From an optimization exercise on the open Yosys and OpenROAD flow, aimed at small area; shortcuts taken in it are not production practice.
At most, simulation tests tie the RTL to the original design; equivalence was not proved.
The RTL of run 5 was laid out without a check of its function.
In every run shown here, the design's own scripts or RTL, not TritonCTS, make the clock network.
The flow treats the clock pin as an ideal source. Dropping or thinning the clock tree relies on that and would not hold on a real chip.
Power is estimated from default activity; no workload was simulated.

## flow/config.mk

```make
export PLATFORM = sky130hd
export DESIGN_NAME = drsstc_sfp_transceiver_top
export DESIGN_NICKNAME = drsstc_sfp_transceiver_top
export VERILOG_FILES = /design/flow/design.v
export SDC_FILE = /design/flow/constraint.sdc
export NUM_CORES = 4
export LEC_CHECK = 0
export CAP_MARGIN = 20
export CORE_MARGIN = 2
export CORE_UTILIZATION = 65
export PLACE_DENSITY = 0.75
export SLEW_MARGIN = 20
```

## flow/standard.sh

```bash
#!/bin/bash
# synth_recipe.tcl (not shown) runs the flow's synth.tcl, then flattens the netlist and writes it again
# the make line also repeats each setting of config.mk as NAME=value (left out here)
make -C /OpenROAD-flow-scripts/flow DESIGN_CONFIG=/design/flow/config.mk WORK_HOME=/design/flow/orfs CLKGATE_MAP_FILE= SYNTH_SCRIPT=/design/flow/synth_recipe.tcl "${@:-finish}"
```

## flow/constraint.sdc

```tcl
create_clock -name core_clock -period 16.0 [get_ports {CLK_60M}]
set_input_delay 3.2000 -clock core_clock [delete_from_list [all_inputs] [get_ports {CLK_60M}]]
set_output_delay 3.2000 -clock core_clock [all_outputs]
set_load 0.01 [all_outputs]
```

## flow/design.v

```verilog
module reset_gen (
    input   wire    i_clk,
    input   wire    i_res_n,
    output  wire    o_res_n
);
    reg r_ff1;
    reg r_ff2;
    always @(posedge i_clk or negedge i_res_n) begin
        if (~i_res_n) begin
            r_ff1 <= 1'b0;
            r_ff2 <= 1'b0;
        end else begin
            r_ff1 <= 1'b1;
            r_ff2 <= r_ff1;
        end
    end
    assign o_res_n = r_ff2;
endmodule
module led_ctrl (
    input   wire            i_clk,
    input   wire            i_res_n,
    input   wire            i_tx_d1,
    input   wire            i_tx_err,
    input   wire            i_rx_d1,
    input   wire            i_rx_err,
    output  wire            o_tx_led_red,
    output  wire            o_tx_led_gr,
    output  wire            o_rx_led_red,
    output  wire            o_rx_led_gr,
    output  reg     [1:0]   o_q,
    output  reg     [3:0]   o_r
);
    reg     [11:0]  r_m;
    reg     [3:0]   r_c;
    wire            w_q2  = o_q[1];                      
    wire            w_r9  = o_r[3] & o_r[0];             
    wire            w_u29 = w_r9 & o_q[0];               
    wire            w_m_max = (&r_m[11:7]) & (&r_m[4:0]);  
    always @(posedge i_clk) begin
        if (~i_res_n) begin
            o_q <= 2'd2;
            o_r <= 4'd9;
            r_m <= 12'd0;
        end else begin
            o_q <= w_q2 ? 2'd0 : o_q + 2'd1;
            if (w_q2) begin
                o_r <= w_r9 ? 4'd0 : o_r + 4'd1;
            end
            if (w_u29) begin
                r_m <= w_m_max ? 12'd0 : r_m + 12'd1;
            end
        end
    end
    always @(posedge i_clk or negedge i_res_n) begin
        if (~i_res_n) begin
            r_c <= 4'd0;
        end else if (w_u29 & w_m_max) begin
            r_c <= (r_c[3] & r_c[1]) ? {r_c[3:1], ~r_c[0]} : r_c + 4'd1;
        end
    end
    wire            w_boot0 = ~r_c[3] & ~(r_c[2] & (r_c[1] | r_c[0]));   
    wire            w_boot1 = ~w_boot0 & ~(r_c[3] & r_c[1]);             
    wire            w_flash = r_c[0];
    assign o_tx_led_red = w_boot0 | (~w_boot1 & (~i_tx_err | w_flash));
    assign o_tx_led_gr  = w_boot0 | (~w_boot1 & i_tx_d1);
    assign o_rx_led_red = w_boot0 | (~w_boot1 & (~i_rx_err | w_flash));
    assign o_rx_led_gr  = w_boot0 | (~w_boot1 & i_rx_d1);
endmodule
module cdr (
    input   wire            i_clk,
    input   wire            i_res_n,
    input   wire            i_SerialData,
    output  wire            o_RecoveryData,
    output  wire            o_DataEn
);
    reg     [2:0]   r_syncFF;
    always @(posedge i_clk or negedge i_res_n) begin
        if (~i_res_n) begin
            r_syncFF <= 3'd0;
        end else begin
            r_syncFF <= {r_syncFF[1:0], i_SerialData};
        end
    end
    wire            w_ts = r_syncFF[2] ^ r_syncFF[1];
    reg     [1:0]   r_rcvState;
    always @(posedge i_clk) begin
        if (~i_res_n) begin
            r_rcvState <= 2'd0;
        end else begin
            case (r_rcvState)
                2'd1:    r_rcvState <= w_ts ? 2'd3 : 2'd2;
                2'd2:    r_rcvState <= 2'd0;
                default: r_rcvState <= w_ts ? 2'd0 : 2'd1;
            endcase
        end
    end
    assign o_DataEn = r_rcvState[1];
    assign o_RecoveryData = r_syncFF[2] ^ r_rcvState[0];
endmodule
module encode_8b10b (datain, dispin, dataout, dispout) ;
  input [8:0]   datain ;
  input 	dispin ;   
  output [9:0]	dataout ;
  output	dispout ;
  wire ai = datain[0] ;
  wire bi = datain[1] ;
  wire ci = datain[2] ;
  wire di = datain[3] ;
  wire ei = datain[4] ;
  wire fi = datain[5] ;
  wire gi = datain[6] ;
  wire hi = datain[7] ;
  wire ki = datain[8] ;
  wire aeqb = (ai & bi) | (!ai & !bi) ;
  wire ceqd = (ci & di) | (!ci & !di) ;
  wire l22 = (ai & bi & !ci & !di) |
	     (ci & di & !ai & !bi) |
	     ( !aeqb & !ceqd) ;
  wire l40 = ai & bi & ci & di ;
  wire l04 = !ai & !bi & !ci & !di ;
  wire l13 = ( !aeqb & !ci & !di) |
	     ( !ceqd & !ai & !bi) ;
  wire l31 = ( !aeqb & ci & di) |
	     ( !ceqd & ai & bi) ;
  wire ao = ai ;
  wire bo = (bi & !l40) | l04 ;
  wire co = l04 | ci | (ei & di & !ci & !bi & !ai) ;
  wire do_ = di & ! (ai & bi & ci) ;
  wire eo = (ei | l13) & ! (ei & di & !ci & !bi & !ai) ;
  wire io = (l22 & !ei) |
	    (ei & !di & !ci & !(ai&bi)) |   
	    (ei & l40) |
	    (ki & ei & di & ci & !bi & !ai) |  
	    (ei & !di & ci & !bi & !ai) ;
  wire pd1s6 = (ei & di & !ci & !bi & !ai) | (!ei & !l22 & !l31) ;
  wire nd1s6 = ki | (ei & !l22 & !l13) | (!ei & !di & ci & bi & ai) ;
  wire ndos6 = pd1s6 ;
  wire pdos6 = ki | (ei & !l22 & !l13) ;
  wire alt7 = fi & gi & hi & (ki | 
			      (dispin ? (!ei & di & l31) : (ei & !di & l13))) ;
  wire fo = fi & ! alt7 ;
  wire go = gi | (!fi & !gi & !hi) ;
  wire ho = hi ;
  wire jo = (!hi & (gi ^ fi)) | alt7 ;
  wire nd1s4 = fi & gi ;
  wire pd1s4 = (!fi & !gi) | (ki & ((fi & !gi) | (!fi & gi))) ;
  wire ndos4 = (!fi & !gi) ;
  wire pdos4 = fi & gi & hi ;
  wire illegalk = ki & 
		  (ai | bi | !ci | !di | !ei) &  
		  (!fi | !gi | !hi | !ei | !l31) ;  
  wire compls6 = (pd1s6 & !dispin) | (nd1s6 & dispin) ;
  wire disp6 = dispin ^ (ndos6 | pdos6) ;
  wire compls4 = (pd1s4 & !disp6) | (nd1s4 & disp6) ;
  assign dispout = disp6 ^ (ndos4 | pdos4) ;
  assign dataout = {(ao ^ compls6), (bo ^ compls6),
		    (co ^ compls6), (do_ ^ compls6),
		    (eo ^ compls6), (io ^ compls6),
		    (fo ^ compls4), (go ^ compls4),
		    (ho ^ compls4), (jo ^ compls4)};
endmodule
module decode_8b10b (datain, dispin, dataout, dispout, code_err, disp_err) ;
  input [9:0]   datain ;
  input		dispin ;
  output [8:0]	dataout ;
  output	dispout ;
  output	code_err ;
  output	disp_err ;
  wire ai = datain[9] ;
  wire bi = datain[8] ;
  wire ci = datain[7] ;
  wire di = datain[6] ;
  wire ei = datain[5] ;
  wire ii = datain[4] ;
  wire fi = datain[3] ;
  wire gi = datain[2] ;
  wire hi = datain[1] ;
  wire ji = datain[0] ;
  wire aeqb = (ai & bi) | (!ai & !bi) ;
  wire ceqd = (ci & di) | (!ci & !di) ;
  wire p22 = (ai & bi & !ci & !di) |
	     (ci & di & !ai & !bi) |
	     ( !aeqb & !ceqd) ;
  wire p13 = ( !aeqb & !ci & !di) |
	     ( !ceqd & !ai & !bi) ;
  wire p31 = ( !aeqb & ci & di) |
	     ( !ceqd & ai & bi) ;
  wire p40 = ai & bi & ci & di ;
  wire p04 = !ai & !bi & !ci & !di ;
  wire disp6a = p31 | (p22 & dispin) ;  
   wire disp6a2 = p31 & dispin ;   
   wire disp6a0 = p13 & ! dispin ;  
  wire disp6b = (((ei & ii & ! disp6a0) | (disp6a & (ei | ii)) | disp6a2 |
		  (ei & ii & di)) & (ei | ii | di)) ;
  wire p22bceeqi = p22 & bi & ci & (ei == ii) ;
  wire p22bncneeqi = p22 & !bi & !ci & (ei == ii) ;
  wire p13in = p13 & !ii ;
  wire p31i = p31 & ii ;
  wire p13dei = p13 & di & ei & ii ;
  wire p22aceeqi = p22 & ai & ci & (ei == ii) ;
  wire p22ancneeqi = p22 & !ai & !ci & (ei == ii) ;
  wire p13en = p13 & !ei ;
  wire anbnenin = !ai & !bi & !ei & !ii ;
  wire abei = ai & bi & ei & ii ;
  wire cdei = ci & di & ei & ii ;
  wire cndnenin = !ci & !di & !ei & !ii ;
  wire p22enin = p22 & !ei & !ii ;
  wire p22ei = p22 & ei & ii ;
  wire p31dnenin = p31 & !di & !ei & !ii ;
  wire p31e = p31 & ei ;
  wire compa = p22bncneeqi | p31i | p13dei | p22ancneeqi | 
		p13en | abei | cndnenin ;
  wire compb = p22bceeqi | p31i | p13dei | p22aceeqi | 
		p13en | abei | cndnenin ;
  wire compc = p22bceeqi | p31i | p13dei | p22ancneeqi | 
		p13en | anbnenin | cndnenin ;
  wire compd = p22bncneeqi | p31i | p13dei | p22aceeqi |
		p13en | abei | cndnenin ;
  wire compe = p22bncneeqi | p13in | p13dei | p22ancneeqi | 
		p13en | anbnenin | cndnenin ;
  wire ao = ai ^ compa ;
  wire bo = bi ^ compb ;
  wire co = ci ^ compc ;
  wire do_ = di ^ compd ;
  wire eo = ei ^ compe ;
  wire feqg = (fi & gi) | (!fi & !gi) ;
  wire heqj = (hi & ji) | (!hi & !ji) ;
  wire fghj22 = (fi & gi & !hi & !ji) |
		(!fi & !gi & hi & ji) |
		( !feqg & !heqj) ;
  wire fghjp13 = ( !feqg & !hi & !ji) |
		 ( !heqj & !fi & !gi) ;
  wire fghjp31 = ( (!feqg) & hi & ji) |
		 ( !heqj & fi & gi) ;
  wire dispout = (fghjp31 | (disp6b & fghj22) | (hi & ji)) & (hi | ji) ;
  wire ko = ( (ci & di & ei & ii) | ( !ci & !di & !ei & !ii) |
		(p13 & !ei & ii & gi & hi & ji) |
		(p31 & ei & !ii & !gi & !hi & !ji)) ;
  wire alt7 =   (fi & !gi & !hi &  
		 ((dispin & ci & di & !ei & !ii) | ko |
		  (dispin & !ci & di & !ei & !ii))) |
		(!fi & gi & hi &  
		 (( !dispin & !ci & !di & ei & ii) | ko |
		  ( !dispin & ci & !di & ei & ii))) ;
  wire k28 = (ci & di & ei & ii) | ! (ci | di | ei | ii) ;
  wire k28p = ! (ci | di | ei | ii) ;
  wire fo = (ji & !fi & (hi | !gi | k28p)) |
	    (fi & !ji & (!hi | gi | !k28p)) |
	    (k28p & gi & hi) |
	    (!k28p & !gi & !hi) ;
  wire go = (ji & !fi & (hi | !gi | !k28p)) |
	    (fi & !ji & (!hi | gi |k28p)) |
	    (!k28p & gi & hi) |
	    (k28p & !gi & !hi) ;
  wire ho = ((ji ^ hi) & ! ((!fi & gi & !hi & ji & !k28p) | (!fi & gi & hi & !ji & k28p) | 
			    (fi & !gi & !hi & ji & !k28p) | (fi & !gi & hi & !ji & k28p))) |
	    (!fi & gi & hi & ji) | (fi & !gi & !hi & !ji) ;
  wire disp6p = (p31 & (ei | ii)) | (p22 & ei & ii) ;
  wire disp6n = (p13 & ! (ei & ii)) | (p22 & !ei & !ii) ;
  wire disp4p = fghjp31 ;
  wire disp4n = fghjp13 ;
  assign code_err = p40 | p04 | (fi & gi & hi & ji) | (!fi & !gi & !hi & !ji) |
		    (p13 & !ei & !ii) | (p31 & ei & ii) | 
		    (ei & ii & fi & gi & hi) | (!ei & !ii & !fi & !gi & !hi) | 
		    (ei & !ii & gi & hi & ji) | (!ei & ii & !gi & !hi & !ji) |
		    (!p31 & ei & !ii & !gi & !hi & !ji) |
		    (!p13 & !ei & ii & gi & hi & ji) |
		    (((ei & ii & !gi & !hi & !ji) | 
		      (!ei & !ii & gi & hi & ji)) &
		     ! ((ci & di & ei) | (!ci & !di & !ei))) |
		    (disp6p & disp4p) | (disp6n & disp4n) |
		    (ai & bi & ci & !ei & !ii & ((!fi & !gi) | fghjp13)) |
		    (!ai & !bi & !ci & ei & ii & ((fi & gi) | fghjp31)) |
		    (fi & gi & !hi & !ji & disp6p) |
		    (!fi & !gi & hi & ji & disp6n) |
		    (ci & di & ei & ii & !fi & !gi & !hi) |
		    (!ci & !di & !ei & !ii & fi & gi & hi) ;
  assign dataout = {ko, ho, go, fo, eo, do_, co, bo, ao} ;
   assign disp_err = ((dispin & disp6p) | (disp6n & !dispin) |
		      (dispin & !disp6n & fi & gi) |
		      (dispin & ai & bi & ci) |
		      (dispin & !disp6n & disp4p) |
		      (!dispin & !disp6p & !fi & !gi) |
		      (!dispin & !ai & !bi & !ci) |
		      (!dispin & !disp6p & disp4n) |
		      (disp6p & disp4p) | (disp6n & disp4n)) ;
endmodule
module serial_tx_master (
    input   wire            i_clk,
    input   wire            i_res_n,
    input   wire            i_sfp_tx_flt,
    input   wire            i_my_lock,
    input   wire            i_rx_lock,
    input   wire    [3:0]   i_data,
    input   wire            i_master,
    input   wire    [1:0]   i_q,
    input   wire    [3:0]   i_r,
    output  wire            o_SerialData,
    output  wire            o_drv_en,
    output  wire            o_sfp_tx_dis_n
);
    wire            w_r9     = i_r[3] & i_r[0];
    wire            w_sample = w_r9 & ~i_q[1] & ~i_q[0];    
    wire            w_hold   = w_r9 & (i_q[1] | i_q[0]);    
    reg     [5:0]   r_mosi;
    always @(posedge i_clk) begin
        if (w_sample) begin
            r_mosi <= {i_my_lock, i_master, i_data[3:0]};
        end
    end
    wire            w_p1 = ^r_mosi;
    reg             r_started;
    reg             r_dispin;
    reg     [3:0]   r_k;
    wire            w_send_k = (r_k != 4'd0) & (r_k <= 4'd5);
    wire            w_dispout;
    always @(posedge i_clk) begin
        if (~i_res_n) begin
            r_started <= 1'b0;
            r_dispin <= 1'b0;
            r_k <= 4'd0;
        end else if (w_sample) begin
            r_started <= 1'b1;
            r_dispin <= r_started & w_dispout;
            if (r_k == 4'd0) begin
                if (~i_rx_lock | ~i_my_lock) begin
                    r_k <= 4'd1;
                end
            end else if (r_k == 4'd10) begin
                r_k <= 4'd0;
            end else begin
                r_k <= r_k + 4'd1;
            end
        end
    end
    wire    [9:0]   w_data_10b;
    encode_8b10b encode_8b10b_inst (
        .datain ( w_send_k ? 9'h1bc : {1'b0, 1'b1, r_mosi, w_p1} ),
        .dispin ( r_dispin ),
        .dataout ( w_data_10b ),
        .dispout ( w_dispout )
    );
    reg             w_bit;
    always @(*) begin
        case (i_r)
            4'd0: w_bit = w_data_10b[9];
            4'd1: w_bit = w_data_10b[8];
            4'd2: w_bit = w_data_10b[7];
            4'd3: w_bit = w_data_10b[6];
            4'd4: w_bit = w_data_10b[5];
            4'd5: w_bit = w_data_10b[4];
            4'd6: w_bit = w_data_10b[3];
            4'd7: w_bit = w_data_10b[2];
            4'd8: w_bit = w_data_10b[1];
            default: w_bit = w_data_10b[0];
        endcase
    end
    reg             r_last;
    wire            w_x = r_started & (w_hold ? r_last : w_bit);
    always @(posedge i_clk) begin
        r_last <= w_x;
    end
    reg             r_serialData;
    always @(posedge i_clk or negedge i_res_n) begin
        if (~i_res_n) begin
            r_serialData <= 1'b0;
        end else begin
            r_serialData <= w_x & ~i_sfp_tx_flt;
        end
    end
    assign o_SerialData = r_serialData;
    assign o_drv_en = ~i_sfp_tx_flt;
    assign o_sfp_tx_dis_n = i_sfp_tx_flt;
endmodule
module serial_rx (
    input   wire            i_clk,
    input   wire            i_res_n,
    input   wire            i_SerialData,
    input   wire            i_sfp_los,
    output  wire            o_rcv_en_n,
    input   wire    [3:0]   i_dip_sel,   
    output  wire            o_my_lock,
    output  reg             o_rx_lock,
    output  reg     [3:0]   o_data,
    output  reg             o_master
);
    assign o_rcv_en_n = 1'b0;    
    wire            w_sync1bData;
    wire            w_sync1bEn;
    reg     [1:0]   r_los_syncFF;
    wire            w_sfp_los = r_los_syncFF[1];
    always @(posedge i_clk or negedge i_res_n) begin
        if (~i_res_n) begin
            r_los_syncFF <= 2'b11;
        end else begin
            r_los_syncFF <= {r_los_syncFF[0], i_sfp_los};
        end
    end
    cdr cdr_inst (
        .i_clk ( i_clk ),
        .i_res_n ( i_res_n ),
        .i_SerialData ( i_SerialData ),
        .o_RecoveryData ( w_sync1bData ),
        .o_DataEn ( w_sync1bEn )
    );
    reg     [9:0]   r_10bShift;
    reg             r_shift_out;
    always @(posedge i_clk) begin
        if (~i_res_n) begin
            r_10bShift <= 10'd0;
        end else if (w_sync1bEn) begin
            r_10bShift <= {r_10bShift[8:0], w_sync1bData};
        end
    end
    always @(posedge i_clk) begin
        r_shift_out <= r_10bShift[9];
    end
    wire            w_k28_5_det = (r_10bShift == 10'b0011111010) |
                                  (r_10bShift == 10'b1100000101);
    reg     [3:0]   r_sym_bitCnt;
    wire            r_sym_capture = r_sym_bitCnt[3] & ~r_sym_bitCnt[1] & r_sym_bitCnt[0];   
    wire            r_out_trig = r_sym_bitCnt[3] & r_sym_bitCnt[1];                       
    wire            r_k28_5_det_FF = r_sym_bitCnt[0];
    always @(posedge i_clk) begin
        if (~i_res_n) begin
            r_sym_bitCnt <= 4'd0;
        end else if (w_sync1bEn) begin
            if (r_sym_capture) begin
                r_sym_bitCnt <= {3'b101, w_k28_5_det};
            end else if (w_k28_5_det) begin
                r_sym_bitCnt <= 4'd0;
            end else begin
                r_sym_bitCnt <= r_sym_bitCnt + 4'd1;
            end
        end else if (r_out_trig) begin
            r_sym_bitCnt <= 4'd0;
        end
    end
    wire    [9:0]   w_sym = {r_shift_out, r_10bShift[9:1]};
    wire    [8:0]   w_dec;
    wire            w_code_err;
    decode_8b10b decode_8b10b (
        .datain ( w_sym ),
        .dispin ( 1'b0 ),
        .dataout ( w_dec ),
        .dispout ( ),
        .code_err ( w_code_err ),
        .disp_err ( )
    );
    wire    [7:0]   w_8b_data = w_dec[7:0];
    reg             r_sym_ce;
    always @(posedge i_clk) begin
        if (~i_res_n) begin
            r_sym_ce <= 1'b1;
        end else if (r_out_trig) begin
            r_sym_ce <= w_code_err;
        end
    end
    reg             r_code_err;
    always @(posedge i_clk) begin
        if (~i_res_n) begin
            r_code_err <= 1'b1;
        end else if (r_sym_capture) begin
            r_code_err <= r_sym_ce;
        end
    end
    reg     [2:0]   r_lock_st;
    wire            r_sym_locked = r_lock_st[2] & (r_lock_st[1] | r_lock_st[0]);
    wire            w_bad_frame;
    always @(posedge i_clk or negedge i_res_n) begin
        if (~i_res_n) begin
            r_lock_st <= 3'd0;
        end else if (w_sfp_los | r_code_err | r_lock_st[1] & r_lock_st[2]) begin
            r_lock_st <= 3'd0;
        end else if (r_sym_locked) begin
            if (w_bad_frame) begin
                r_lock_st <= 3'd6;
            end
        end else if (w_sync1bEn & r_sym_capture) begin
            if (w_k28_5_det) begin
                r_lock_st <= r_lock_st + 3'd1;
            end else begin
                r_lock_st <= 3'd0;
            end
        end
    end
    assign o_my_lock = r_sym_locked;
    wire            w_p1_ok = ^w_8b_data[7:0];
    wire            w_frame = r_out_trig & ~r_k28_5_det_FF;
    wire            w_good = w_p1_ok & w_8b_data[7];
    assign          w_bad_frame = w_frame & ~w_good;
    always @(posedge i_clk or negedge i_res_n) begin
        if (~i_res_n) begin
            o_rx_lock <= 1'b0;
            o_data <= 4'd0;
            o_master <= 1'b0;
        end else if (~r_sym_locked | w_bad_frame) begin
            o_data <= o_data & ~i_dip_sel;
        end else if (w_frame) begin
            o_rx_lock <= ~(w_sym[2] ^ w_sym[1]);
            o_master <= w_sym[3] ^ w_sym[0];
            o_data[3:0] <= w_8b_data[4:1];
        end
    end
endmodule
module drsstc_sfp_transceiver_top (
    input           CLK_60M,
    input           RST_N,
    input   [7:0]   IN,
    output  [7:0]   OUT,
    input   [2:0]   LV_IN,
    output  [2:0]   LV_OUT,
    input   [7:0]   DIP_SW1,         
    input   [7:0]   DIP_SW2,         
    output  [1:0]   LED_TX,          
    output  [1:0]   LED_RX,          
    input           SFP_LOSS_SIG,    
    output          SFP_RATE_SEL,    
    output          SFP_TX_DIS_N,    
    input           SFP_TX_FLT,      
    input   [2:0]   SFP_MOD_DEF,     
    input           LVDS_DAT_OUT,    
    output          LVDS_DAT_IN,     
    output          LVDS_DRV_EN,     
    output          LVDS_RCV_EN_N,   
    output          TP1,
    output          TP2
    );
    wire            w_clk = CLK_60M;
    wire            w_my_locked;
    wire            w_rx_locked;
    wire            w_rst_n;
    reset_gen reset_gen_inst (
        .i_clk ( w_clk ),
        .i_res_n ( RST_N ),
        .o_res_n ( w_rst_n )
    );
    wire    [1:0]   w_tb_q;
    wire    [3:0]   w_tb_r;
    led_ctrl led_ctrl_inst (
        .i_clk ( w_clk ),
        .i_res_n ( w_rst_n ),
        .i_tx_d1 ( IN[0] ),
        .i_tx_err ( SFP_MOD_DEF[0] | SFP_TX_FLT ),
        .i_rx_d1 ( OUT[0] ),
        .i_rx_err ( SFP_MOD_DEF[0] | SFP_LOSS_SIG | ~w_my_locked),
        .o_tx_led_red ( LED_TX[1] ),
        .o_tx_led_gr ( LED_TX[0] ),
        .o_rx_led_red ( LED_RX[1] ),
        .o_rx_led_gr ( LED_RX[0] ),
        .o_q ( w_tb_q ),
        .o_r ( w_tb_r )
    );
    serial_tx_master serial_tx_master_inst (
        .i_clk ( w_clk ),
        .i_res_n ( w_rst_n ),
        .i_sfp_tx_flt ( SFP_TX_FLT ),
        .i_my_lock ( w_my_locked ),
        .i_rx_lock ( w_rx_locked ),
        .i_data ( IN[3:0] ),
        .i_master ( ~DIP_SW2[0] ),
        .i_q ( w_tb_q ),
        .i_r ( w_tb_r ),
        .o_SerialData ( LVDS_DAT_IN ),
        .o_drv_en ( LVDS_DRV_EN ),
        .o_sfp_tx_dis_n ( SFP_TX_DIS_N )
    );
    wire    [3:0]   w_rx_data;
    wire            w_rx_master;
    serial_rx serial_rx_inst (
        .i_clk ( w_clk ),
        .i_res_n ( w_rst_n ),
        .i_SerialData ( LVDS_DAT_OUT ),
        .i_sfp_los ( SFP_LOSS_SIG ),
        .o_rcv_en_n ( LVDS_RCV_EN_N ),
        .i_dip_sel ( DIP_SW1[3:0] ),
        .o_my_lock ( w_my_locked ),
        .o_rx_lock ( w_rx_locked ),
        .o_data ( w_rx_data[3:0] ),
        .o_master ( w_rx_master )
    );
    assign OUT[3:0] = w_rx_data[3:0];
    assign OUT[4] = w_my_locked;
    assign OUT[5] = w_rx_locked;
    assign OUT[6] = w_rx_master;
    assign LV_OUT[2:0] = w_rx_data[2:0];
    assign OUT[7] = 1'b0;
    assign TP1 = 1'b0;
    assign TP2 = 1'b0;
    assign SFP_RATE_SEL = 1'b0;
endmodule
```

## flow/flow/abc_speed.script

```
strash
&get -n
&deepsyn -T 20
&put
&get -n
&dch -f
&nf -a -R 1000
&put
```

## flow/flow/cts_manual.tcl

```tcl
# Clock buffering for a small design, in place of TritonCTS's H-tree: the
# clock port drives CTS_MAN_N buffers of type CTS_MAN_CELL, each driving one
# k-means cluster of the registers' clock pins. Every register is one buffer
# from the port, so the tree adds no skew on purpose.
proc my_manual_cts {} {
  set nb $::env(CTS_MAN_N)
  set block [ord::get_db_block]
  set master [[ord::get_db] findMaster $::env(CTS_MAN_CELL)]
  set clk_port [get_full_name [lindex [get_property [lindex [all_clocks] 0] sources] 0]]
  set clk_net [[$block findBTerm $clk_port] getNet]
  set its {}
  foreach it [$clk_net getITerms] { lappend its $it }
  set pts {}
  foreach it $its {
    set xy [$it getAvgXY]
    lappend pts [list [lindex $xy 1] [lindex $xy 2]]
  }
  set n [llength $pts]
  # k-means, seeded by x order
  set sorted [lsort -integer -index 0 $pts]
  set cent {}
  for {set b 0} {$b < $nb} {incr b} {
    lappend cent [lindex $sorted [expr {int(($b + 0.5) * $n / $nb)}]]
  }
  for {set iter 0} {$iter < 50} {incr iter} {
    set asg {}
    foreach p $pts {
      set best 0; set bd -1
      for {set b 0} {$b < $nb} {incr b} {
        set c [lindex $cent $b]
        set d [expr {abs([lindex $p 0]-[lindex $c 0]) + abs([lindex $p 1]-[lindex $c 1])}]
        if {$bd < 0 || $d < $bd} { set bd $d; set best $b }
      }
      lappend asg $best
    }
    set new {}
    for {set b 0} {$b < $nb} {incr b} {
      set sx 0.0; set sy 0.0; set k 0
      foreach p $pts a $asg {
        if {$a == $b} { set sx [expr {$sx + [lindex $p 0]}]; set sy [expr {$sy + [lindex $p 1]}]; incr k }
      }
      if {$k > 0} { lappend new [list [expr {int($sx/$k)}] [expr {int($sy/$k)}]] } else { lappend new [lindex $cent $b] }
    }
    set cent $new
  }
  for {set b 0} {$b < $nb} {incr b} {
    set buf [odb::dbInst_create $block $master clkbuf_man_$b]
    set nn [odb::dbNet_create $block clknet_man_$b]
    $nn setSigType CLOCK
    foreach it $its a $asg {
      if {$a == $b} { $it disconnect; $it connect $nn }
    }
    [$buf findITerm A] connect $clk_net
    [$buf findITerm X] connect $nn
    set c [lindex $cent $b]
    $buf setLocation [lindex $c 0] [lindex $c 1]
    $buf setPlacementStatus PLACED
    puts "clock buffer $b: [llength [lsearch -all $asg $b]] sinks at $c"
  }
  set_propagated_clock [all_clocks]
}
```

## flow/flow/run.sh

```bash
#!/bin/bash
# Own layout flow: the standard flow (standard.sh), with
#  - synthesis mapped by an area-oriented ABC script (flow/abc_speed.script
#    stands in for ORFS's script of that name) and no adder cells, so ABC
#    maps all logic; registers are left as the standard synthesis makes them,
#  - port buffers of the smallest buffer cell,
#  - a one-level clock tree (flow/cts_manual.tcl) in place of TritonCTS's.
# Each step's full output goes to a log file of its own in this folder;
# ORFS's per-stage logs are under orfs/logs/.
set -euo pipefail
W=$PWD

# Scripts folder: ORFS's scripts, with the ABC script replaced.
mkdir -p "$W/scripts_own"
for f in "$FLOW_HOME"/scripts/*; do
  ln -sfn "$f" "$W/scripts_own/$(basename "$f")"
done
rm -f "$W/scripts_own/abc_speed.script"
cp "$W/flow/abc_speed.script" "$W/scripts_own/abc_speed.script"

bash standard.sh SCRIPTS_DIR="$W/scripts_own" ADDER_MAP_FILE= synth > "$W/synth.log" 2>&1

# cts_hook.tcl runs before ORFS's CTS step and puts the one-level tree in
# place of its clock_tree_synthesis call.
cat > "$W/cts_hook.tcl" <<TCL
source $W/flow/cts_manual.tcl
rename clock_tree_synthesis tritoncts_unused
proc clock_tree_synthesis {args} { my_manual_cts }
TCL

export CTS_MAN_N=3
export CTS_MAN_CELL=sky130_fd_sc_hd__clkbuf_16
bash standard.sh \
  BUFFER_PORTS_ARGS="-buffer_cell sky130_fd_sc_hd__buf_1" \
  PRE_CTS_TCL="$W/cts_hook.tcl" \
  finish > "$W/layout.log" 2>&1
```

==> results of run 1 <==
## layout by cell type (no fill, tap or decap), types with 18 or more instances in the layout
master	count
a21oi_1	47
buf_1	31
clkinv_1	27
dfrtp_1	19
dfxtp_1	44
nand2_1	39
nor2_1	47
nor3_1	33
o21ai_0	35
xnor2_1	18
## worst paths after layout
kind | start | to | depth (start not counted)
min reg2reg | reset_gen_inst.r_ff2 | led_ctrl_inst.r_c[2] | 1
max in group asynchronous | RST_N | reset_gen_inst.r_ff2 | 1
min | reset_gen_inst.r_ff2 | led_ctrl_inst.r_c[2] | 1
max reg2reg | serial_rx_inst.r_10bShift[8] | serial_rx_inst.r_lock_st[2] | 19
min in group core_clock | serial_rx_inst.cdr_inst.r_syncFF[0] | serial_rx_inst.cdr_inst.r_syncFF[1] | 0
max | SFP_MOD_DEF[0] | LED_RX[1] | 5
## cells by family after synthesis
| logic type | after synthesis | synth area share (%) |
|---|---|---|
| DFF | 71 | 43.5 |
| xor gates and xnor gates | 26 | 6.23 |
| buffers and inverters | 44 | 6.27 |
| other | 2 | 0.206 |
| muxes | 2 | 0.548 |
| AOI/OAI and AO/OA | 129 | 21.5 |
| and+or+nand+nor | 168 | 21.7 |
## worst max-delay path: stages
cell and delay [ps]:
buf_1 80, nor2_1 100, a21oi_1 70, o21ai_0 160
buf_1 170
## layout make-up
type / count / area [sq um]
sequential: 71 / 1590
multi-input combinational: 331 / 1850
timing repair buffer: 33 / 131
tap: 72 / 90.1
buffer: 3 / 75.1
fill: 455 / 1640
inverter: 27 / 101
## sequential cells by signal (all words and copies together) (netlist names), 2 cells and up
signal	cells
serial_rx_inst.r_lock_st	3
serial_rx_inst.o_data	4
led_ctrl_inst.o_q	2
led_ctrl_inst.o_r	4
serial_rx_inst.cdr_inst.r_rcvState	2
serial_rx_inst.cdr_inst.r_syncFF	3
serial_rx_inst.r_sym_bitCnt	4
serial_rx_inst.r_10bShift	10
led_ctrl_inst.r_c	4
serial_rx_inst.r_los_syncFF	2
serial_tx_master_inst.r_mosi	6
led_ctrl_inst.r_m	12
serial_tx_master_inst.r_k	4
## layer usage
layer / wire length (um) / GRT usage (%) / up-vias
li1: - / - / 1637
met1: 3530 / 32.9 / 1492
met2: 3550 / 41.8 / 78
met3: 298 / 1.14 / 10
met4: 123 / 3.79 / 0
met5: 0 / 0 / -
## through the flow
| step | power [uW] | setup WS (ps) | hold WS [ps] | cells | cell area (sq um) |
|---|---|---|---|---|---|
| 2_1_floorplan | 261 | 9200 | 331 | 446 | 3670 |
| 3_3_place_gp | 275 | 9050 | 333 | 534 | 3760 |
| 3_5_place_dp | 277 | 9010 | 338 | 534 | 3760 |
| 4_1_cts | 352 | 9010 | 347 | 537 | 3840 |
| 5_1_grt | 370 | 8960 | 370 | 537 | 3840 |
| 6_report | 351 | 9020 | 324 | 537 | 3840 |
## power by group through the flow
stage / logic, uW / clock network, uW / registers, uW
floorplan: 58.5 / 0 / 202
global placement: 70.8 / 0 / 204
detailed placement: 72.3 / 0 / 204
CTS: 72.9 / 79.1 / 200
global route: 82.7 / 85.1 / 202
finish: 73.4 / 76.8 / 201
==> out/metrics.csv, run 1 <==
stage;metric;value;unit
routing;Post-DRT Antenna Nets;0;
timing;Fin Setup TNS;0;ps
power;pwr/cell area;91.5;nW/um^2
timing;min cycle time layout;6980;ps
floorplanning;Ports;57;
clocking;CTS hold repair buffers;0;
worst_setup_path;Critical Path End Type;primary output;
routing;drt initial violations;198;
worst_setup_path;CP Max Fanout;2;
yosys;YS warnings;5;
global_routing;number of global-route vias before repair;2778;
timing;fin crit share;43.6;%
power;Psw;98.4;uW
yosys;Syn Area/Cell;8.27;sq um
routing;DRT Wirelength;7.51;mm
timing;RSZ-0062 raised after global routing;false;
timing;worst rel slew slack;37.0;%
yosys;synthesized area;3650;sq um
final_layout;ANT cells;0;
floorplanning;row count;27;
timing;final setup fails;0;
routing;number of iterations in the first detailed-routing pass;5;
yosys;EDFF count, synth;6;
routing;via count;3217;
final_layout;Synth-to-Final Area Change;5.03;%
routing;drt wl/cell;14.0;um
worst_setup_path;WP data required;12800;ps
clocking;post_cts resized;0;
yosys;Post-synth top cells;47 x a21oi_1, 47 x nor2_1, 44 x dfxtp_1;
power;Gate power share;20.9;%
outcome;status;complete, no violations;
floorplanning;Die ar.;6240;sq um
yosys;leading area contributor after synthesis;dfxtp_1;
clocking;Clock transition at path regs;100;ps
floorplanning;Chip Height;79.0;um
global_routing;total grt overflow;0;
floorplanning;Starting Density;66.8;%
power;clock share of power;21.9;%
yosys;Synth area leaders;dfxtp_1 24%, dfrtp_1 13%, a21oi_1 6.4%;
yosys;Syn Inst Count;442;
final_layout;share of layout cells above drive strength 1;1.51;%
final_layout;# nets final;502;
floorplanning;core area;5470;sq um
yosys;flops & latches, synth;71;
worst_hold_path;Hold WC Path Type;reg2async;
floorplanning;Die Wd;79.0;um
power;internal power;253;uW
power;Seq pwr share;57.2;%
worst_setup_path;reg-to-reg slack, setup;11490;ps
global_routing;largest net degree at the start of global routing;46;
timing;worst-margin pin slew;939;ps
global_routing;GRT Overall Usage;23.6;%
clocking;post-CTS setup buffer count;0;
yosys;Distinct cells, synth;49;
worst_setup_path;critical path arrival;3780;ps
routing;via-per-instance ratio;5.99;
flow_run;Max Cap Violations;0;
power;Sw Share;28.0;%
worst_setup_path;Startpoint Class;input pin;
yosys;Seq/Total Area, Yosys;43.5;%
routing;DR DRC count;0;
place;Port Buffers;31;
yosys;Post-synth top flop;dfxtp_1;
timing;fmax;0.143;GHz
power;largest vdd supply drop;108;uV
final_layout;post-layout util;70.1;%
timing;fin. max-slew vios;0;
place;post-DP HPWL;5.44;mm
global_routing;first-pass GRT wire length;12.5;mm
worst_setup_path;CP Class;in2out;
place;GPL Wtd Cong;0.960;
timing;count of final hold-check violations;0;
clocking;Clk Latency, worst-skew pair;160;ps
yosys;Async SR Flop Fraction;29.6;%
yosys;Synth top area share;24.1;%
power;Leak;0.00144;uW
global_routing;initial antenna violation count;0;
timing;Fin Clk Skew;15.2;ps
==> run 2, diff against run 1 <==
--- a/flow/flow/run.sh
+++ b/flow/flow/run.sh
@@ -5,4 +5,5 @@
 #    maps all logic; registers are left as the standard synthesis makes them,
 #  - port buffers of the smallest buffer cell,
+#  - one tie cell for all constant outputs,
 #  - a one-level clock tree (flow/cts_manual.tcl) in place of TritonCTS's.
 # Each step's full output goes to a log file of its own in this folder;
@@ -19,5 +20,5 @@
 cp "$W/flow/abc_speed.script" "$W/scripts_own/abc_speed.script"
 
-bash standard.sh SCRIPTS_DIR="$W/scripts_own" ADDER_MAP_FILE= synth > "$W/synth.log" 2>&1
+bash standard.sh SCRIPTS_DIR="$W/scripts_own" synth > "$W/synth.log" 2>&1
 
 # cts_hook.tcl runs before ORFS's CTS step and puts the one-level tree in
@@ -34,3 +35,4 @@
   BUFFER_PORTS_ARGS="-buffer_cell sky130_fd_sc_hd__buf_1" \
   PRE_CTS_TCL="$W/cts_hook.tcl" \
+  SKIP_REPAIR_TIE_FANOUT=1 \
   finish > "$W/layout.log" 2>&1
==> run 2 against run 1 <==
Still clean on timing, DRC and antenna. Hold slack worse by 60 ps. Sequential power is 4% lower. Via count is 15% higher. Final cell count is 11% higher. Die area is 16% higher. Highest routed layer unchanged.
==> out/metrics.csv, run 2 <==
stage;metric;value;unit;change
final_layout;cell area after layout;4430;sq um;+15%
place;DP Area;4360;sq um;+16%
yosys;Synth top area share;20.7;%;-3.4 points
yosys;EDFF count, synth;6;;unchanged
timing;min cycle time layout;7040;ps;+60.9 ps
power;pwr/cell area;73.5;nW/um^2;-20%
yosys;flops & latches, synth;71;;unchanged
worst_setup_path;WP data required;12800;ps;about the same
final_layout;Synth-to-Final Area Change;4.12;%;
place;Port Buffers;31;;unchanged
yosys;leading area contributor after synthesis;dfxtp_1;;
yosys;most common cell in the netlist;nor2_1;;
global_routing;GRT Overall Usage;24.7;%;+1.0 points
floorplanning;row count;29;;+7.4%
yosys;synthesized area;4260;sq um;+16%
global_routing;largest net degree at the start of global routing;36;;-22%
power;Leak;0.00173;uW;+20%
yosys;Seq/Total Area, Yosys;37.3;%;-6.2 points
worst_setup_path;CP Max Fanout;4;;+2
worst_setup_path;reg-to-reg slack, setup;11160;ps;-330 ps
worst_setup_path;critical path arrival;3840;ps;+60 ps
worst_setup_path;Critical Path End Type;primary output;;
clocking;CTS hold repair buffers;0;;unchanged
yosys;Distinct cells, synth;56;;+14%
yosys;Syn Inst Count;498;;+13%
global_routing;initial antenna violation count;0;;unchanged
clocking;post_cts resized;0;;unchanged
floorplanning;core area;6350;sq um;+16%
clocking;post-CTS setup buffer count;0;;unchanged
worst_setup_path;worst reg2reg path depth;16;;-3
timing;count of final hold-check violations;0;;unchanged
final_layout;most frequent cells in the layout;56 x nor2_1, 48 x nand2_1, 44 x dfxtp_1;;
clocking;Clock transition at path regs;110;ps;about the same
outcome;status;complete, no violations;;
final_layout;share of layout cells above drive strength 1;1.35;%;-0.15 points
floorplanning;Ports;57;;unchanged
timing;Fin Clk Skew;34.4;ps;+19.2 ps
routing;number of iterations in the first detailed-routing pass;5;;unchanged
power;largest vdd supply drop;77.0;uV;-29%
routing;drt initial violations;233;;+18%
flow_run;Max Cap Violations;0;;unchanged
routing;via-per-instance ratio;6.21;;+3.7%
global_routing;total grt overflow;0;;unchanged
timing;fin. max-slew vios;0;;unchanged
final_layout;# nets final;587;;+17%
final_layout;post-layout util;69.8;%;-0.35 points
worst_setup_path;worst flop-to-flop path endpoint;serial_rx_inst.o_data[0];;
global_routing;number of global-route vias before repair;3352;;+21%
routing;DRT Wirelength;8.93;mm;+19%
routing;drt wl/cell;15.0;um;+7.5%
yosys;Synth area leaders;dfxtp_1 21%, dfrtp_1 11%, ha_1 9.7%;;
floorplanning;Die Wd;84.9;um;+7.5%
timing;worst-margin pin slew;826;ps;-114 ps
timing;Fin Setup TNS;0;ps;unchanged
timing;fin crit share;44.0;%;+0.38 points
yosys;Post-synth top flop;dfxtp_1;;
routing;Post-DRT Antenna Nets;0;;unchanged
yosys;Post-synth top cells;56 x nor2_1, 48 x nand2_1, 44 x dfxtp_1;;
worst_hold_path;Hold WC Path Type;reg2async;;
yosys;Async SR Flop Fraction;29.6;%;unchanged
timing;RSZ-0062 raised after global routing;false;;
final_layout;ANT cells;0;;unchanged
worst_setup_path;reg2reg start;serial_rx_inst.r_10bShift[8];;
timing;fmax;0.142;GHz;-0.86%
floorplanning;Die ar.;7210;sq um;+16%
yosys;Syn Area/Cell;8.54;sq um;+3.4%
final_layout;leading registers by flop count;led_ctrl_inst.r_m (12), serial_rx_inst.r_10bShift (10), serial_tx_master_inst.r_mosi (6);;
floorplanning;Starting Density;67.0;%;+0.26 points
worst_setup_path;CP Class;in2out;;
place;GPL Wtd Cong;0.990;;+3.1%
global_routing;first-pass GRT wire length;15.3;mm;+22%
clocking;Clk Latency, worst-skew pair;170;ps;about the same
final_layout;Biggest register;led_ctrl_inst.r_m;;
yosys;YS warnings;5;;unchanged
final_layout;Largest register FFs;12;;unchanged
routing;via count;3689;;+15%
routing;DR DRC count;0;;unchanged
place;post-DP HPWL;6.69;mm;+23%
final_layout;commonest non-fill, non-tap cell in the layout;nor2_1;;
timing;final hold slack;264;ps;-60.0 ps
floorplanning;Chip Height;84.9;um;+7.5%
timing;worst rel slew slack;44.8;%;+7.8 points
timing;final setup fails;0;;unchanged
worst_setup_path;Startpoint Class;input pin;;
-- run 2: cell count changes after synthesis, sizes merged, moves of 5 or more --
cell,before,now
nand2,39,48
nor2,47,56
nand3,9,15
ha,0,33
clkinv,27,34
a21oi,47,30
nor3,33,17
a22o,2,12
or3,0,6
o21ai,35,30
-- run 2: power by group --
part | leakage (uW) | switching (uW) | total, uW | internal [uW]
clock | 0.0000370 | 43.4 | 77.7 | 34.3
combinational | 0.00100 | 33.8 | 55.2 | 21.4
sequential | 0.000689 | 6.57 | 193 | 186
-- run 2: metal layers --
metal / share of wire [%] / routed length [um] / track usage [%]
met1: 48 / 4290 / 36.3
met2: 46 / 4110 / 41.2
met3: 4.9 / 438 / 1.46
met4: 1.0 / 92 / 3.90
met5: 0 / 0 / 0
-- run 2: worst max path at each step --
stage | to | slack (ps) | startpoint | cells past startpoint
6_report | LED_TX[1] | 8960 | SFP_TX_FLT | 4
2_1_floorplan | LED_TX[1] | 9120 | SFP_MOD_DEF[0] | 3
4_1_cts | LED_TX[1] | 8960 | SFP_TX_FLT | 4
3_5_place_dp | LED_TX[1] | 8960 | SFP_TX_FLT | 4
5_1_grt | LED_TX[1] | 8920 | SFP_TX_FLT | 4
3_3_place_gp | LED_TX[1] | 8960 | SFP_TX_FLT | 4
-- run 2: per-stage QoR --
stage | instances | total power (uW) | setup slack [ps]
4_1_cts | 594 | 326 | 8960
3_3_place_gp | 591 | 249 | 8960
5_1_grt | 594 | 342 | 8920
3_5_place_dp | 591 | 251 | 8960
6_report | 594 | 326 | 8960
2_1_floorplan | 498 | 238 | 9120
-- run 2: critical path, stage by stage --
cell	delay (ps)
buf_1	110
or2_0	210
a31oi_1	160
buf_1	160
-- run 2: layout make-up --
type,count,area (sq um)
Timing Repair Buffer,33,131
Fill cell,539,1920
Tap cell,77,96.3
Sequential cell,71,1590
Buffer,3,75.1
Multi-Input combinational cell,376,2410
Inverter,34,128
-- run 2: cells by family after synthesis --
group	share of synthesized area, %
and+or+nand+nor	19.5
muxes	1.68
other	0.176
AOI/OAI and AO/OA	20.9
xor gates and xnor gates	4.73
adders and majority gates	9.70
DFF	37.3
buffers and inverters	6.00
==> run 3, diff against run 2 <==
--- a/flow/flow/run.sh
+++ b/flow/flow/run.sh
@@ -20,5 +20,5 @@
 cp "$W/flow/abc_speed.script" "$W/scripts_own/abc_speed.script"
 
-bash standard.sh SCRIPTS_DIR="$W/scripts_own" synth > "$W/synth.log" 2>&1
+bash standard.sh SCRIPTS_DIR="$W/scripts_own" ADDER_MAP_FILE= synth > "$W/synth.log" 2>&1
 
 # cts_hook.tcl runs before ORFS's CTS step and puts the one-level tree in
--- a/flow/config.mk
+++ b/flow/config.mk
@@ -6,7 +6,7 @@
 export NUM_CORES = 4
 export LEC_CHECK = 0
-export CAP_MARGIN = 20
+export CAP_MARGIN = 0
 export CORE_MARGIN = 2
-export CORE_UTILIZATION = 65
-export PLACE_DENSITY = 0.75
-export SLEW_MARGIN = 20
+export CORE_UTILIZATION = 75
+export PLACE_DENSITY = 0.85
+export SLEW_MARGIN = 0
==> run 3 against run 2 <==
Cell area is 14% lower. Largest power group unchanged. Hold slack better by 68 ps. Critical path type unchanged. Largest cell class unchanged. Die area is 24% lower. Clock skew is 0.58 ps higher. Fmax is 0.77% higher.
==> out/metrics.csv, run 3 <==
stage;metric;value;unit;change
flow_run;Max Cap Violations;0;;unchanged
yosys;Distinct cells, synth;49;;-13%
global_routing;number of global-route vias before repair;2960;;-12%
clocking;Clock transition at path regs;110;ps;about the same
timing;final setup fails;0;;unchanged
yosys;Syn Inst Count;442;;-11%
worst_setup_path;cell family with most CP delay;buffers and inverters;;
timing;final hold slack;332;ps;+67.9 ps
yosys;Seq/Total Area, Yosys;43.5;%;+6.2 points
yosys;Post-synth top cells;47 x a21oi_1, 47 x nor2_1, 44 x dfxtp_1;;
worst_setup_path;critical path arrival;3790;ps;-50 ps
worst_setup_path;CP Max Fanout;2;;-2
timing;fin. max-slew vios;0;;unchanged
worst_setup_path;CP most frequent cell;buf_1;;
worst_setup_path;slowest CP cell;buf_1;;
final_layout;Biggest register;led_ctrl_inst.r_m;;
power;Seq pwr share;57.2;%;-2.0 points
final_layout;# nets final;498;;-15%
yosys;EDFF count, synth;6;;unchanged
yosys;Async SR Flop Fraction;29.6;%;unchanged
routing;drt wl/cell;14.8;um;-1.5%
floorplanning;Die ar.;5450;sq um;-24%
place;Port Buffers;31;;unchanged
yosys;Synth area leaders;dfxtp_1 24%, dfrtp_1 13%, a21oi_1 6.4%;;
clocking;post_cts resized;0;;unchanged
routing;via count;3283;;-11%
power;Gate power share;21.1;%;+4.1 points
timing;Fin Setup TNS;0;ps;unchanged
power;pwr/cell area;92.0;nW/um^2;+25%
power;Sw Share;28.0;%;+2.3 points
floorplanning;Starting Density;77.4;%;+10 points
worst_setup_path;reg-to-reg slack, setup;11390;ps;+230 ps
worst_setup_path;CP Class;in2out;;
clocking;post-CTS setup buffer count;0;;unchanged
floorplanning;Chip Height;73.8;um;-13%
power;clock share of power;21.7;%;-2.2 points
timing;Fin Clk Skew;35.0;ps;+0.579 ps
global_routing;first-pass GRT wire length;13.0;mm;-15%
routing;DRT Wirelength;7.82;mm;-12%
routing;DR DRC count;0;;unchanged
global_routing;largest net degree at the start of global routing;46;;+28%
final_layout;Fill cells;324;;-40%
yosys;Syn Area/Cell;8.27;sq um;-3.3%
worst_setup_path;Buf+Inv Stages, Crit Path;2;;unchanged
routing;drt initial violations;218;;-6.4%
final_layout;most frequent cells in the layout;47 x nor2_1, 47 x a21oi_1, 44 x dfxtp_1;;
worst_setup_path;crit-path max cell delay;170;ps;-40 ps
clocking;Clk Latency, worst-skew pair;170;ps;about the same
worst_setup_path;WP data required;12800;ps;about the same
power;largest vdd supply drop;123;uV;+59%
global_routing;initial antenna violation count;0;;unchanged
final_layout;leading registers by flop count;led_ctrl_inst.r_m (12), serial_rx_inst.r_10bShift (10), serial_tx_master_inst.r_mosi (6);;
timing;worst rel slew slack;32.2;%;-13 points
place;GPL Wtd Cong;0.948;;-4.2%
timing;worst-margin pin slew;1010;ps;+186 ps
place;post-DP HPWL;5.68;mm;-15%
final_layout;share of layout cells above drive strength 1;1.52;%;+0.16 points
yosys;leading area contributor after synthesis;dfxtp_1;;
routing;via-per-instance ratio;6.22;;+0.12%
worst_setup_path;Critical Path End Type;primary output;;
outcome;status;complete, no violations;;
clocking;CTS hold repair buffers;0;;unchanged
final_layout;Largest register FFs;12;;unchanged
routing;number of iterations in the first detailed-routing pass;5;;unchanged
worst_setup_path;CP cell instances;buf_1 -> nor2_1 -> a21oi_1 -> o21ai_0 -> buf_1;;
worst_setup_path;worst flop-to-flop path endpoint;serial_rx_inst.r_lock_st[2];;
yosys;Post-synth top flop;dfxtp_1;;
floorplanning;core area;4720;sq um;-26%
floorplanning;row count;25;;-14%
power;internal power;253;uW;+4.5%
floorplanning;Die Wd;73.8;um;-13%
worst_setup_path;worst reg2reg path depth;19;;+3
timing;final worst slack;9010;ps;+53.9 ps
yosys;flops & latches, synth;71;;unchanged
yosys;Synth top area share;24.1;%;+3.4 points
timing;min cycle time layout;6990;ps;-53.9 ps
power;Psw;98.3;uW;+17%
yosys;YS warnings;5;;unchanged
yosys;synthesized area;3650;sq um;-14%
timing;fmax;0.143;GHz;+0.77%
place;DP Worst Slack;9010;ps;+46.6 ps
routing;Post-DRT Antenna Nets;0;;unchanged
floorplanning;Ports;57;;unchanged
timing;count of final hold-check violations;0;;unchanged
timing;RSZ-0062 raised after global routing;false;;
final_layout;ANT cells;0;;unchanged
global_routing;GRT Overall Usage;29.2;%;+4.6 points
global_routing;total grt overflow;0;;unchanged
worst_hold_path;Hold WC Path Type;reg2async;;
timing;fin crit share;43.7;%;-0.34 points
power;Leak;0.00142;uW;-18%
worst_setup_path;Startpoint Class;input pin;;
final_layout;Synth-to-Final Area Change;4.45;%;
worst_setup_path;reg2reg start;serial_rx_inst.r_10bShift[8];;
## run 3: power by group through the flow
stage / clock network (uW) / registers [uW] / logic [uW]
CTS: 77.7 / 200 / 73.0
floorplan: 0 / 202 / 58.5
global placement: 0 / 204 / 70.2
finish: 76.2 / 201 / 73.9
global route: 84.2 / 202 / 83.3
detailed placement: 0 / 204 / 72.0
## run 3: area by class of cell
class	count	area, sq um	area share, %
inverters	27	101	2.66
repair buffers	33	131	3.44
multi-input cells	327	1840	48.1
flip-flops and latches	71	1590	41.6
plain buffers	3	75.1	1.97
well taps	67	83.8	2.20
## run 3: per-stage QoR
stage / cell area, sq um / util (%) / total power (uW) / instances
floorplan: 3650 / - / 261 / 442
global placement: 3740 / 79.2 / 274 / 525
detailed placement: 3740 / 79.2 / 276 / 525
CTS: 3820 / 80.8 / 351 / 528
global route: 3820 / 80.8 / 370 / 528
finish: 3820 / 80.8 / 351 / 528
## run 3: per-layer routing
| layer | routed length [um] | GRT usage (%) | vias up |
|---|---|---|---|
| met5 | 0 | 0 | - |
| met1 | 3310 | 38.0 | 1529 |
| met2 | 4000 | 54.6 | 111 |
| met3 | 376 | 1.23 | 17 |
| li1 | - | - | 1626 |
| met4 | 144 | 4.85 | 0 |
## run 3: worst max-delay path by stage
| stage | cells after the start | slack [ps] | to | start |
|---|---|---|---|---|
| floorplan | 4 | 9200 | LED_RX[1] | SFP_MOD_DEF[0] |
| global placement | 5 | 9050 | LED_RX[1] | SFP_MOD_DEF[0] |
| detailed placement | 5 | 9010 | LED_RX[1] | SFP_MOD_DEF[0] |
| CTS | 5 | 9010 | LED_RX[1] | SFP_MOD_DEF[0] |
| global route | 5 | 8960 | LED_RX[1] | SFP_MOD_DEF[0] |
| finish | 5 | 9010 | LED_RX[1] | SFP_MOD_DEF[0] |
## run 3: cell families (layout without fill, tap and decap cells)
kind of cell | Yosys count | in the layout | synth area share, %
buffers and inverters | 44 | 63 | 6.27
and+or+nand+nor | 168 | 168 | 21.7
muxes | 2 | 2 | 0.548
AOI/OAI and AO/OA | 129 | 129 | 21.5
xor gates and xnor gates | 26 | 26 | 6.23
DFF | 71 | 71 | 43.5
other | 2 | 2 | 0.206
==> run 4, diff against run 3 <==
--- a/flow/config.mk
+++ b/flow/config.mk
@@ -6,7 +6,7 @@
 export NUM_CORES = 4
 export LEC_CHECK = 0
-export CAP_MARGIN = 0
+export CAP_MARGIN = 20
 export CORE_MARGIN = 2
-export CORE_UTILIZATION = 75
-export PLACE_DENSITY = 0.85
-export SLEW_MARGIN = 0
+export CORE_UTILIZATION = 65
+export PLACE_DENSITY = 0.75
+export SLEW_MARGIN = 20
==> run 4 against run 3 <==
Synthesized cell count unchanged. Setup slack got worse by 17 ps. Register-to-register slack better by 100 ps. Highest routed layer unchanged. Critical path type unchanged. Critical endpoint unchanged. Largest cell class unchanged.
==> out/metrics.csv, run 4 <==
stage;metric;value;unit;change
final_layout;Biggest register;led_ctrl_inst.r_m;;
routing;via-per-instance ratio;5.95;;-4.4%
power;largest vdd supply drop;115;uV;-6.6%
yosys;Distinct cells, synth;49;;unchanged
final_layout;# nets final;498;;unchanged
routing;DRT Wirelength;7.44;mm;-4.9%
worst_setup_path;reg2reg start;serial_rx_inst.r_10bShift[8];;
worst_setup_path;reg-to-reg slack, setup;11490;ps;+100 ps
floorplanning;Chip Height;79.0;um;+7.0%
yosys;Compound-Gate Fraction of Synth Area;21.5;%;unchanged
power;Leak;0.00142;uW;unchanged
global_routing;total grt overflow;0;;unchanged
yosys;YS warnings;5;;unchanged
yosys;Post-synth top cells;47 x a21oi_1, 47 x nor2_1, 44 x dfxtp_1;;
routing;Post-DRT Antenna Nets;0;;unchanged
global_routing;GRT Overall Usage;23.8;%;-5.4 points
yosys;Synth Area in Adders;0;%;unchanged
place;GPL Wtd Cong;0.967;;+2.0%
final_layout;leading registers by flop count;led_ctrl_inst.r_m (12), serial_rx_inst.r_10bShift (10), serial_tx_master_inst.r_mosi (6);;
clocking;Clock transition at path regs;90;ps;-20 ps
yosys;Syn Inst Count;442;;unchanged
yosys;leading area contributor after synthesis;dfxtp_1;;
floorplanning;Starting Density;66.8;%;-11 points
yosys;largest family of logic cells by synthesized area;simple AND/OR/NAND/NOR gates;;
yosys;Async SR Flop Fraction;29.6;%;unchanged
worst_setup_path;Startpoint Class;input pin;;
timing;Fin Setup TNS;0;ps;unchanged
final_layout;Synth-to-Final Area Change;4.62;%;
worst_setup_path;CP Max Fanout;2;;unchanged
worst_setup_path;WP data required;12800;ps;about the same
place;post-DP HPWL;5.43;mm;-4.4%
worst_setup_path;cell family with most CP delay;compound AO/OA/AOI/OAI gates;;
clocking;post-CTS setup buffer count;0;;unchanged
worst_setup_path;worst flop-to-flop path endpoint;serial_rx_inst.r_lock_st[2];;
power;overall power;351;uW;about the same
final_layout;ANT cells;0;;unchanged
routing;via count;3169;;-3.5%
worst_setup_path;CP Class;in2out;;
worst_setup_path;Critical Path End Type;primary output;;
worst_setup_path;critical path arrival;3800;ps;about the same
clocking;CTS hold repair buffers;0;;unchanged
yosys;flops & latches, synth;71;;unchanged
timing;count of final hold-check violations;0;;unchanged
yosys;synthesized area;3650;sq um;unchanged
clocking;Clk Latency, worst-skew pair;150;ps;-20 ps
power;pwr/cell area;91.9;nW/um^2;-0.11%
yosys;Seq/Total Area, Yosys;43.5;%;unchanged
routing;DR DRC count;0;;unchanged
yosys;post-synthesis xor/xnor area fraction;6.23;%;unchanged
floorplanning;Die Wd;79.0;um;+7.0%
timing;Fin Clk Skew;9.56;ps;-25.4 ps
global_routing;first-pass GRT wire length;12.6;mm;-3.2%
global_routing;largest net degree at the start of global routing;47;;+2.2%
yosys;Post-synth top flop;dfxtp_1;;
yosys;mux cell area share after synthesis;0.548;%;unchanged
timing;final setup fails;0;;unchanged
final_layout;Largest register FFs;12;;unchanged
outcome;status;complete, no violations;;
timing;worst rel slew slack;33.5;%;+1.3 points
global_routing;initial antenna violation count;0;;unchanged
worst_setup_path;crit-path max cell delay;190;ps;+20 ps
flow_run;Max Cap Violations;0;;unchanged
timing;fmax;0.143;GHz;-0.24%
floorplanning;Ports;57;;unchanged
worst_setup_path;slowest CP cell;o21ai_0;;
routing;number of iterations in the first detailed-routing pass;4;;-1
timing;min cycle time layout;7000;ps;+16.5 ps
global_routing;number of global-route vias before repair;2844;;-3.9%
worst_hold_path;Hold WC Path Type;reg2async;;
floorplanning;Die ar.;6240;sq um;+15%
clocking;post_cts resized;0;;unchanged
final_layout;share of layout cells above drive strength 1;1.52;%;unchanged
worst_setup_path;worst reg2reg path depth;19;;unchanged
floorplanning;core area;5470;sq um;+16%
yosys;simple-gate share of the synthesized area;21.7;%;unchanged
timing;RSZ-0062 raised after global routing;false;;
final_layout;Fill cells;458;;+41%
worst_setup_path;Setup crit end;LED_RX[1];;
worst_setup_path;Buf+Inv Stages, Crit Path;2;;unchanged
worst_setup_path;CP cell instances;buf_1 -> nor2_1 -> a21oi_1 -> o21ai_0 -> buf_1;;
final_layout;most frequent cells in the layout;47 x nor2_1, 47 x a21oi_1, 44 x dfxtp_1;;
timing;fin crit share;43.8;%;+0.10 points
yosys;Synth area leaders;dfxtp_1 24%, dfrtp_1 13%, a21oi_1 6.4%;;
place;Port Buffers;31;;unchanged
yosys;Synth top area share;24.1;%;unchanged
yosys;Syn Area/Cell;8.27;sq um;unchanged
routing;drt initial violations;98;;-55%
floorplanning;row count;27;;+8.0%
worst_setup_path;critical path depth;5;;unchanged
yosys;EDFF count, synth;6;;unchanged
worst_setup_path;Crit. Startpoint;SFP_MOD_DEF[0];;
worst_setup_path;CP most frequent cell;buf_1;;
timing;fin. max-slew vios;0;;unchanged
timing;worst-margin pin slew;992;ps;-19.6 ps
routing;drt wl/cell;14.0;um;-5.8%
[run 4: cell counts after synthesis]
Identical to the previous run, type by type.
[run 4: worst min path at each step]
stage | start | end | slack (ps)
6_report | reset_gen_inst.r_ff2 | serial_rx_inst.cdr_inst.r_syncFF[1] | 300
5_1_grt | reset_gen_inst.r_ff2 | serial_rx_inst.cdr_inst.r_syncFF[2] | 330
4_1_cts | reset_gen_inst.r_ff2 | serial_rx_inst.cdr_inst.r_syncFF[2] | 310
3_5_place_dp | reset_gen_inst.r_ff2 | serial_rx_inst.cdr_inst.r_syncFF[1] | 300
3_3_place_gp | reset_gen_inst.r_ff2 | serial_rx_inst.cdr_inst.r_syncFF[1] | 300
2_1_floorplan | reset_gen_inst.r_ff1 | reset_gen_inst.r_ff2 | 330
[run 4: power breakdown]
part           internal (uW)  total [uW]  leakage (uW)  switching, uW
Clock                   34.3        77.5     0.0000370           43.1
Combinational           30.3        72.8      0.000696           42.5
Sequential               188         201      0.000690           12.9
[run 4: area by class of cell]
class,count,area [sq um],share of cell area (%)
multi-input combinational,327,1840,48.0
sequential,71,1590,41.6
timing repair buffer,33,131,3.44
inverter,27,101,2.65
tap,72,90.1,2.36
buffer,3,75.1,1.96
[run 4: cell families after synthesis]
family / Yosys count
compound gates: 129
xor+xnor: 26
buf+inv: 44
flops: 71
mux: 2
other cells: 2
simple gates: 168
[run 4: layer usage]
metal | part of all wire [%] | vias to the layer above | wire (um) | global-route usage, %
li1 | - | 1632 | - | -
met1 | 49 | 1481 | 3620 | 33.2
met2 | 47 | 44 | 3520 | 42.2
met3 | 2.8 | 12 | 206 | 1.48
met4 | 1.3 | 0 | 94 | 2.93
met5 | 0 | - | 0 | 0
[run 4: worst reg2reg max path, cell delays in order, from the launching register on]
cell	delay (ps)
dfxtp_1	570
o22ai_1	220
xnor2_1	270
a21boi_0	550
a31oi_1	220
xnor2_1	180
nand2_1	100
o311ai_0	410
nor4b_1	130
xnor2_1	290
xnor2_1	180
xnor2_1	100
xor2_1	160
nand2_1	130
clkinv_1	140
nor2_1	240
nand2_1	140
clkinv_1	90
a31oi_1	80
a211oi_1	220
[run 4: through the flow]
step	cell area (sq um)	instances	worst slack (ps)	hold WS [ps]	utilization, %
5_1_grt	3820	533	8930	334	69.8
4_1_cts	3820	533	9030	311	69.8
6_report	3820	533	9000	295	69.8
3_5_place_dp	3750	530	9030	300	68.5
2_1_floorplan	3650	442	9200	331	-
3_3_place_gp	3750	530	9050	301	68.5
==> run 5, diff against run 4 <==
--- a/flow/design.v
+++ b/flow/design.v
@@ -390,10 +390,6 @@
     reg     [1:0]   r_los_syncFF;
     wire            w_sfp_los = r_los_syncFF[1];
-    always @(posedge i_clk or negedge i_res_n) begin
-        if (~i_res_n) begin
-            r_los_syncFF <= 2'b11;
-        end else begin
-            r_los_syncFF <= {r_los_syncFF[0], i_sfp_los};
-        end
+    always @(posedge i_clk) begin
+        r_los_syncFF <= {r_los_syncFF[0], i_sfp_los};
     end
     cdr cdr_inst (
@@ -459,7 +455,5 @@
     reg             r_code_err;
     always @(posedge i_clk) begin
-        if (~i_res_n) begin
-            r_code_err <= 1'b1;
-        end else if (r_sym_capture) begin
+        if (r_sym_capture) begin
             r_code_err <= r_sym_ce;
         end
==> run 5 against run 4 <==
Combinational power grew 2.9%. Clock power shrank 2%. Hold slack lost 11 ps. First-iteration DRC count grew 87%. Fmax grew 0.55%. Clock skew grew 19 ps. Highest routed layer unchanged. Cell area shrank 1.5%.
==> out/metrics.csv, run 5 <==
stage;metric;value;unit;change
final_layout;ANT cells;0;;unchanged
worst_setup_path;Buf+Inv Stages, Crit Path;2;;unchanged
clocking;post_cts resized;0;;unchanged
final_layout;Fill cells;477;;+4.1%
clocking;Clock transition at path regs;100;ps;about the same
timing;fin crit share;43.5;%;-0.24 points
yosys;leading area contributor after synthesis;dfxtp_1;;
yosys;Synth Area in Adders;0;%;unchanged
worst_setup_path;CP most frequent cell;buf_1;;
yosys;YS warnings;5;;unchanged
routing;DR DRC count;0;;unchanged
final_layout;most frequent cells in the layout;51 x nor2_1, 46 x nand2_1, 45 x a21oi_1, 45 x dfxtp_1, 44 x o21ai_0;;
final_layout;cell area after layout;3760;sq um;-1.5%
yosys;Distinct cells, synth;49;;unchanged
routing;Post-DRT Antenna Nets;0;;unchanged
worst_setup_path;reg-to-reg slack, setup;12160;ps;+670 ps
routing;via count;3125;;-1.4%
timing;min cycle time layout;6970;ps;-38.5 ps
routing;drt initial violations;183;;+87%
place;post-DP HPWL;5.35;mm;-1.4%
flow_run;Max Cap Violations;0;;unchanged
routing;via-per-instance ratio;5.90;;-0.83%
floorplanning;Die ar.;6130;sq um;-1.7%
yosys;synthesized area;3590;sq um;-1.8%
place;Placed Cells;527;;-0.57%
outcome;status;complete, no violations;;
place;Port Buffers;31;;unchanged
final_layout;leading registers by flop count;led_ctrl_inst.r_m (12), serial_rx_inst.r_10bShift (10), serial_tx_master_inst.r_mosi (6);;
global_routing;GRT Overall Usage;24.2;%;+0.43 points
yosys;Synth area leaders;dfxtp_1 25%, dfrtp_1 13%, a21oi_1 6.3%;;
yosys;post-synthesis xor/xnor area fraction;5.37;%;-0.86 points
worst_setup_path;CP cell instances;buf_1 -> nor2_1 -> a21oi_1 -> o21ai_0 -> buf_1;;
clocking;CTS hold repair buffers;0;;unchanged
final_layout;share of layout cells above drive strength 1;1.31;%;-0.21 points
worst_setup_path;cell family with most CP delay;buffers and inverters;;
worst_setup_path;CP Class;in2out;;
yosys;Post-synth top flop;dfxtp_1;;
place;GPL Wtd Cong;0.928;;-4.1%
floorplanning;core area;5410;sq um;-1.2%
worst_setup_path;worst flop-to-flop path endpoint;serial_rx_inst.o_rx_lock;;
timing;count of final hold-check violations;0;;unchanged
yosys;largest family of logic cells by synthesized area;simple AND/OR/NAND/NOR gates;;
worst_setup_path;Critical Path End Type;primary output;;
worst_setup_path;critical path arrival;3770;ps;-30 ps
global_routing;total grt overflow;0;;unchanged
worst_setup_path;worst reg2reg path depth;15;;-4
power;Leak;0.00143;uW;+0.78%
yosys;Post-synth top cells;51 x nor2_1, 46 x nand2_1, 45 x a21oi_1, 45 x dfxtp_1, 44 x o21ai_0;;
routing;drt wl/cell;13.8;um;-0.92%
-- run 5: cell types whose count changed after synthesis, sizes merged, moves of 3 or more --
cell and change:
nor3 -14, nand4 -4, o21ai +9, nand3 +4, xnor2 -4, a31oi +3, nand2 +7, nor2 +4
clkinv -5, or3 +3
-- run 5: area by class of cell --
type	instances	area [sq um]	area share (%)
multi-input cells	328	1790	47.6
plain buffers	3	75.1	1.99
flip-flops and latches	71	1590	42.1
repair buffers	34	139	3.69
well taps	72	90.1	2.39
inverters	22	82.6	2.19
-- run 5: stage by stage --
| stage | utilization [%] | setup WS [ps] | hold slack (ps) |
|---|---|---|---|
| CTS | 69.7 | 9020 | 280 |
| detailed placement | 68.3 | 9040 | 318 |
| global route | 69.7 | 8970 | 316 |
| finish | 69.7 | 9030 | 285 |
| global placement | 68.3 | 9050 | 306 |
| floorplan | - | 9200 | 310 |
-- run 5: cell families (layout without fill, tap and decap cells) --
kind of cell              count (synthesis)  count (layout)
and+or+nand+nor                         170             170
AOI/OAI and AO/OA                       131             131
DFF                                      71              71
buffers and inverters                    39              59
xor gates and xnor gates                 22              22
muxes                                     3               3
other                                     2               2
-- run 5: per-layer routing --
metal | vias to the layer above | global-route usage (%) | wire length (um)
li1 | 1584 | - | -
met1 | 1455 | 34.1 | 3470
met2 | 80 | 42.2 | 3420
met3 | 6 | 1.95 | 360
met4 | 0 | 3.33 | 80
met5 | - | 0 | 0
-- run 5: where the power goes --
group,internal [uW],switching (uW),total [uW]
combinational,29.4,45.5,74.9
sequential,189,12.7,201
clock,34.3,41.7,76.0
-- run 5: worst min-delay path by stage --
stage / endpoint / slack (ps)
floorplan: serial_rx_inst.r_los_syncFF[1] / 310
global placement: serial_rx_inst.o_data[2] / 310
detailed placement: serial_rx_inst.o_data[2] / 320
CTS: led_ctrl_inst.r_c[3] / 280
global route: led_ctrl_inst.r_c[2] / 320
finish: serial_rx_inst.r_lock_st[1] / 280

==> what the ideal ports hide <==
No port has a modelled driver above. Below, the same layouts with a new extraction and two added sets of constraints. Step 1, drivers: a clkbuf_16 drives CLK_60M and a buf_2 each remaining input, both assumed. Step 2 moves the port delays by t, midway between the first and last clock arrival at a register: inputs arrive t later, outputs are due t later. That takes back most of the time a late clock gives input paths. Three values: no drivers, after step 1, after step 2; two values: the first two.
run | t (ns) | slack for setup (ns) | worst setup path at the end | worst register clock-pin slew, ns
run 1 | 0.212 | 9.020 / 8.997 / 8.997 | input to output | 0.10 / 0.10
run 2 | 0.217 | 8.959 / 8.936 / 8.936 | input to output | 0.12 / 0.12
run 3 | 0.214 | 9.013 / 8.984 / 8.984 | input to output | 0.11 / 0.11
run 4 | 0.210 | 8.996 / 8.977 / 8.977 | input to output | 0.09 / 0.09
run 5 | 0.214 | 9.035 / 9.015 / 9.015 | input to output | 0.10 / 0.10
After both steps every run listed still meets setup and hold. For run 3, which loses most, drivers alone change the setup slack by -0.029 ns; drivers and shift together by -0.029 ns.
